Context: an optimization exercise on an open-source flow, tuned for small area. The choices shown serve that exercise and are no tape-out recipe.
Only simulation tests tie the RTL to the original design; equivalence was not proved.
Power and IR drop assume default switching activity.

## the baseline
## bossBattleTop
module bossBattleTop(clk, btnRst, btnLeft, btnRight, btnShoot,
	seg, an, vgaRed, vgaGreen, vgaBlue, Hsync, Vsync
    );
	input clk, btnRst, btnLeft, btnRight, btnShoot;
	output reg [7:0] seg;
	output [3:0] an;
	output [2:0] vgaRed, vgaGreen;
	output [1:0] vgaBlue;
	output Hsync, Vsync;
	function [11:0] ADDr(input [11:0] a, input [11:0] b);
		integer i;
		reg c;
		begin
			c = 1'b0;
			for (i = 0; i < 12; i = i + 1) begin
				ADDr[i] = a[i] ^ b[i] ^ c;
				c = (a[i] & b[i]) | (c & (a[i] ^ b[i]));
			end
		end
	endfunction
	function [11:0] SUBr(input [11:0] a, input [11:0] b);
		integer i;
		reg c;
		begin
			c = 1'b1;
			for (i = 0; i < 12; i = i + 1) begin
				SUBr[i] = a[i] ^ ~b[i] ^ c;
				c = (a[i] & ~b[i]) | (c & (a[i] ^ ~b[i]));
			end
		end
	endfunction
	function [11:0] INCr(input [11:0] a);
		integer i;
		reg c;
		begin
			c = 1'b1;
			for (i = 0; i < 12; i = i + 1) begin
				INCr[i] = a[i] ^ c;
				c = c & a[i];
			end
		end
	endfunction
  ...
==> flow/config.mk <==
export PLATFORM = sky130hd
export DESIGN_NAME = bossBattleTop
export DESIGN_NICKNAME = bossBattleTop
export VERILOG_FILES = /design/flow/design.v
export SDC_FILE = /design/flow/constraint.sdc
export NUM_CORES = 4
export LEC_CHECK = 0
export CAP_MARGIN = 20
export CORE_MARGIN = 2
export CORE_UTILIZATION = 40
export SLEW_MARGIN = 20
==> flow/constraint.sdc <==
create_clock -name core_clock -period 10.0 [get_ports {clk}]
set_input_delay 2.0000 -clock core_clock [delete_from_list [all_inputs] [get_ports {clk}]]
set_output_delay 2.0000 -clock core_clock [all_outputs]
set_load 0.01 [all_outputs]
standard.sh (not shown) runs the stock make flow with config.mk's settings and CLKGATE_MAP_FILE= SYNTH_SCRIPT=/design/flow/synth_recipe.tcl, a recipe that flattens the netlist after the stock synthesis.
==> flow/flow/run.sh <==
#!/bin/bash
# Layout flow: the standard flow (standard.sh, unchanged synthesis and steps), with one
# change: clock tree synthesis adds no dummy loads to balance the tree.
set -euo pipefail
export CTS_ARGS="-sink_clustering_enable -repair_clock_nets -dont_use_dummy_load"
bash standard.sh 2>&1 | tee standard.log
The following lists how the candidate was set up differently from the baseline:
diff --git a/flow/design.v b/flow/design.v
--- a/flow/design.v
+++ b/flow/design.v
@@ -10,13 +10,12 @@
 	input wire indicate2,
 	input wire [4:0] bossHPk,	 
 	input wire [2:0] bossState,	 
 	input wire [5:1] bossAlive,	 
 	input wire [8:0] bossProjY,	 
 	input wire [5:0] playerJ,	 
-	input wire [9:0] playerX,
 	input wire [5:0] pq1, pq2, pq3,	 
 	input wire [8:0] py1, py2, py3,	 
 	input wire [1:0] gameState,
 	output wire hsync,
 	output wire vsync,
 	output reg [2:0] red,
@@ -162,17 +161,17 @@
 		3'd2, 3'd4: bcol = {GEc(hc, 654) && LEc(hc, 674), GEc(hc, 554) && LEc(hc, 574), GEc(hc, 454) && LEc(hc, 474),
 			GEc(hc, 354) && LEc(hc, 374), GEc(hc, 254) && LEc(hc, 274)};
 		3'd3, 3'd5: bcol = {1'b0, GEc(hc, 604) && LEc(hc, 624), GEc(hc, 504) && LEc(hc, 524),
 			GEc(hc, 404) && LEc(hc, 424), GEc(hc, 304) && LEc(hc, 324)};
 		3'd6: begin
 			bcol = {3'b0, GEc(hc, 614) && LEc(hc, 714), GEc(hc, 214) && LEc(hc, 314)};
-			bvy = LEc(dv, 280);
+			bvy = GEc(vc, 231) && LEc(vc, 511);	 
 		end
 		3'd7: begin
 			bcol = {2'b0, GEc(hc, 683) && LEc(hc, 783), GEc(hc, 414) && LEc(hc, 514), GEc(hc, 144) && LEc(hc, 244)};
-			bvy = LEc(dv, 280);
+			bvy = GEc(vc, 231) && LEc(vc, 511);	 
 		end
 		3'd1: begin
 			bcol = {1'b0, GEc(dt, 685) && LEc(dt, 705), GEc(ds, 223) && LEc(ds, 243), GEc(dt, 915) && LEc(dt, 935), GEc(ds, 13) && LEc(ds, 33)};
 			bvy = LEc(dv, 20);
 		end
 		default: ;
@@ -1064,13 +1063,13 @@
 		end
 	always @(posedge clk)
 		if (!immune && playerHit && playerHP != 0)
 			itimer <= 18'd1;
 		else
 			itimer <= {itimer[16:0], itimer[17] ^ itimer[10]};
-	wire [9:0] playerX = SUBr(SUBr({pJ, 4'b0}, pJ), 16);
+	wire [9:0] pJ15 = SUBr({pJ, 4'b0}, pJ);	 
 	reg display_player;
 	always @(posedge clk)
 		if (immune) begin
 			if (pulse_immune)
 				display_player <= ~display_player;
 		end
@@ -1173,35 +1172,35 @@
 				3'd3: bossAlive[3] <= 0;
 				3'd4: bossAlive[4] <= 0;
 				3'd5: bossAlive[5] <= 0;
 				default: ;
 			endcase
 		end
-	wire [10:0] cm = SUBr(playerX, bossProjY);	 
-	wire [10:0] cp = ADDr(playerX, bossProjY);	 
+	wire [9:0] cm = SUBr(pJ15, bossProjY[6:0]);
+	wire [9:0] cp = ADDr(pJ15, bossProjY[6:0]);
 	reg [5:1] ccol;
 	reg yhit;
 	always @(*) begin
 		ccol = 0;
 		yhit = GEc(bossProjY, 9'd426) && LEc(bossProjY, 9'd486);
 		case (bst)
 			3'd2, 3'd4: ccol = {GEc(pJ, 43) && LEc(pJ, 45), GEc(pJ, 37) && LEc(pJ, 39), GEc(pJ, 30) && LEc(pJ, 32),
 				GEc(pJ, 23) && LEc(pJ, 25), GEc(pJ, 17) && LEc(pJ, 19)};
 			3'd3, 3'd5: ccol = {1'b0, GEc(pJ, 40) && LEc(pJ, 42), GEc(pJ, 33) && LEc(pJ, 35),
 				GEc(pJ, 27) && LEc(pJ, 29), GEc(pJ, 20) && LEc(pJ, 22)};
 			3'd6: begin
 				ccol = {3'b0, GEc(pJ, 41) && LEc(pJ, 48), GEc(pJ, 14) && LEc(pJ, 21)};
-				yhit = GEc(bossProjY, 9'd171) && LEc(bossProjY, 9'd231);
+				yhit = 1'b1;	 
 			end
 			3'd7: begin
 				ccol = {2'b0, GEc(pJ, 45) && LEc(pJ, 51), GEc(pJ, 27) && LEc(pJ, 35), GEc(pJ, 11) && LEc(pJ, 17)};
-				yhit = GEc(bossProjY, 9'd171) && LEc(bossProjY, 9'd231);
+				yhit = 1'b1;	 
 			end
 			3'd1: begin
-				ccol = {1'b0, GEc(cp, 656) && LEc(cp, 704), GEc(cm, 194) && LEc(cm, 242),
-					GEc(cp, 886) && LEc(cp, 934), LEc(cm, 32) || GEc(cm, 11'h7f0)};
+				ccol = {1'b0, GEc(cp, 288) && LEc(cp, 336), GEc(cm, 594) && LEc(cm, 642),
+					GEc(cp, 518) && LEc(cp, 566), GEc(cm, 384) && LEc(cm, 432)};
 				yhit = GEc(bossProjY, 9'd431) && LEc(bossProjY, 9'd491);
 			end
 			default: ;
 		endcase
 	end
 	wire [5:1] ph = (yhit ? ccol : 5'b0) & bossAlive;
@@ -1237,10 +1236,10 @@
 				default: seg = 8'b10110000;
 			endcase
 	vga640x480 vgaController(
 		.clk(clk), .dclk_en(en_vga), .hc(u[11:2]), .hend(uend), .rst(rst), .display_player(display_player),
 		.indicate1(indicate1), .indicate2(indicate2), .bossHPk(bossHPk),
 		.bossState(bst), .bossAlive(bossAlive), .bossProjY(bossProjY),
-		.playerJ(pJ), .playerX(playerX), .pq1(pq1), .pq2(pq2), .pq3(pq3),
+		.playerJ(pJ), .pq1(pq1), .pq2(pq2), .pq3(pq3),
 		.py1(py1), .py2(py2), .py3(py3), .gameState(gameState),
 		.hsync(Hsync), .vsync(Vsync), .red(vgaRed), .green(vgaGreen), .blue(vgaBlue));
 endmodule
## What came out
- The candidate has completed all stages; timing, DRC and antenna checks passed.
- Higher worst setup slack was reported by the baseline, not the candidate.
- Sequential element share of the synthesized area of the candidate is on par with the baseline.
- Portion of total power attributed to the clock network delta for the candidate relative to the baseline: 0.5 points higher
- The candidate against the baseline: xor/xnor cell area share of the yosys netlist did not really move; share of the clock period used by the worst path after layout went up; all-layer global routing usage went up; number of nets in the synthesized netlist went up.
- Between the candidate and the baseline, the die area does not differ in any meaningful way.
- Total power per unit cell area in the candidate is about 0.6% below the baseline.
- When the candidate is set beside the baseline, its routed length on met2 turns out to be 1.1 mm larger.
- STATUS worst-case vdd ir drop: the candidate loses against the baseline
- Share of the final layout cell area in sequential cells essentially unchanged between the candidate and the baseline.
- Utilization: the baseline vs the candidate — no meaningful difference

static timing again, ports no longer ideal:
Ports are ideal in the flow. The routed layouts listed here were re-timed in OpenROAD. Step 1 assumes that a clkbuf_16 drives the clock port and a buf_2 every other input. Step 2 moves the port delays by t, midway between the first and last clock arrival at a register: inputs arrive t later, outputs are due t later. That takes back most of the time a late clock gives input paths. a / b / c = ideal / step 1 / step 2; a / b = the first two.
| run | t, ns | setup WS [ns] | clock arrival spread, ns | worst register clock-pin slew, ns | cell pins on the clock port's net |
|---|---|---|---|---|---|
| the baseline | 0.497 | 1.279 / 1.226 / 1.723 | 0.028 / 0.028 | 0.08 / 0.08 | 1 |
| the candidate | 0.491 | 0.795 / 0.743 / 1.234 | 0.017 / 0.017 | 0.07 / 0.07 | 1 |
After both steps setup and hold are still met in every run listed.
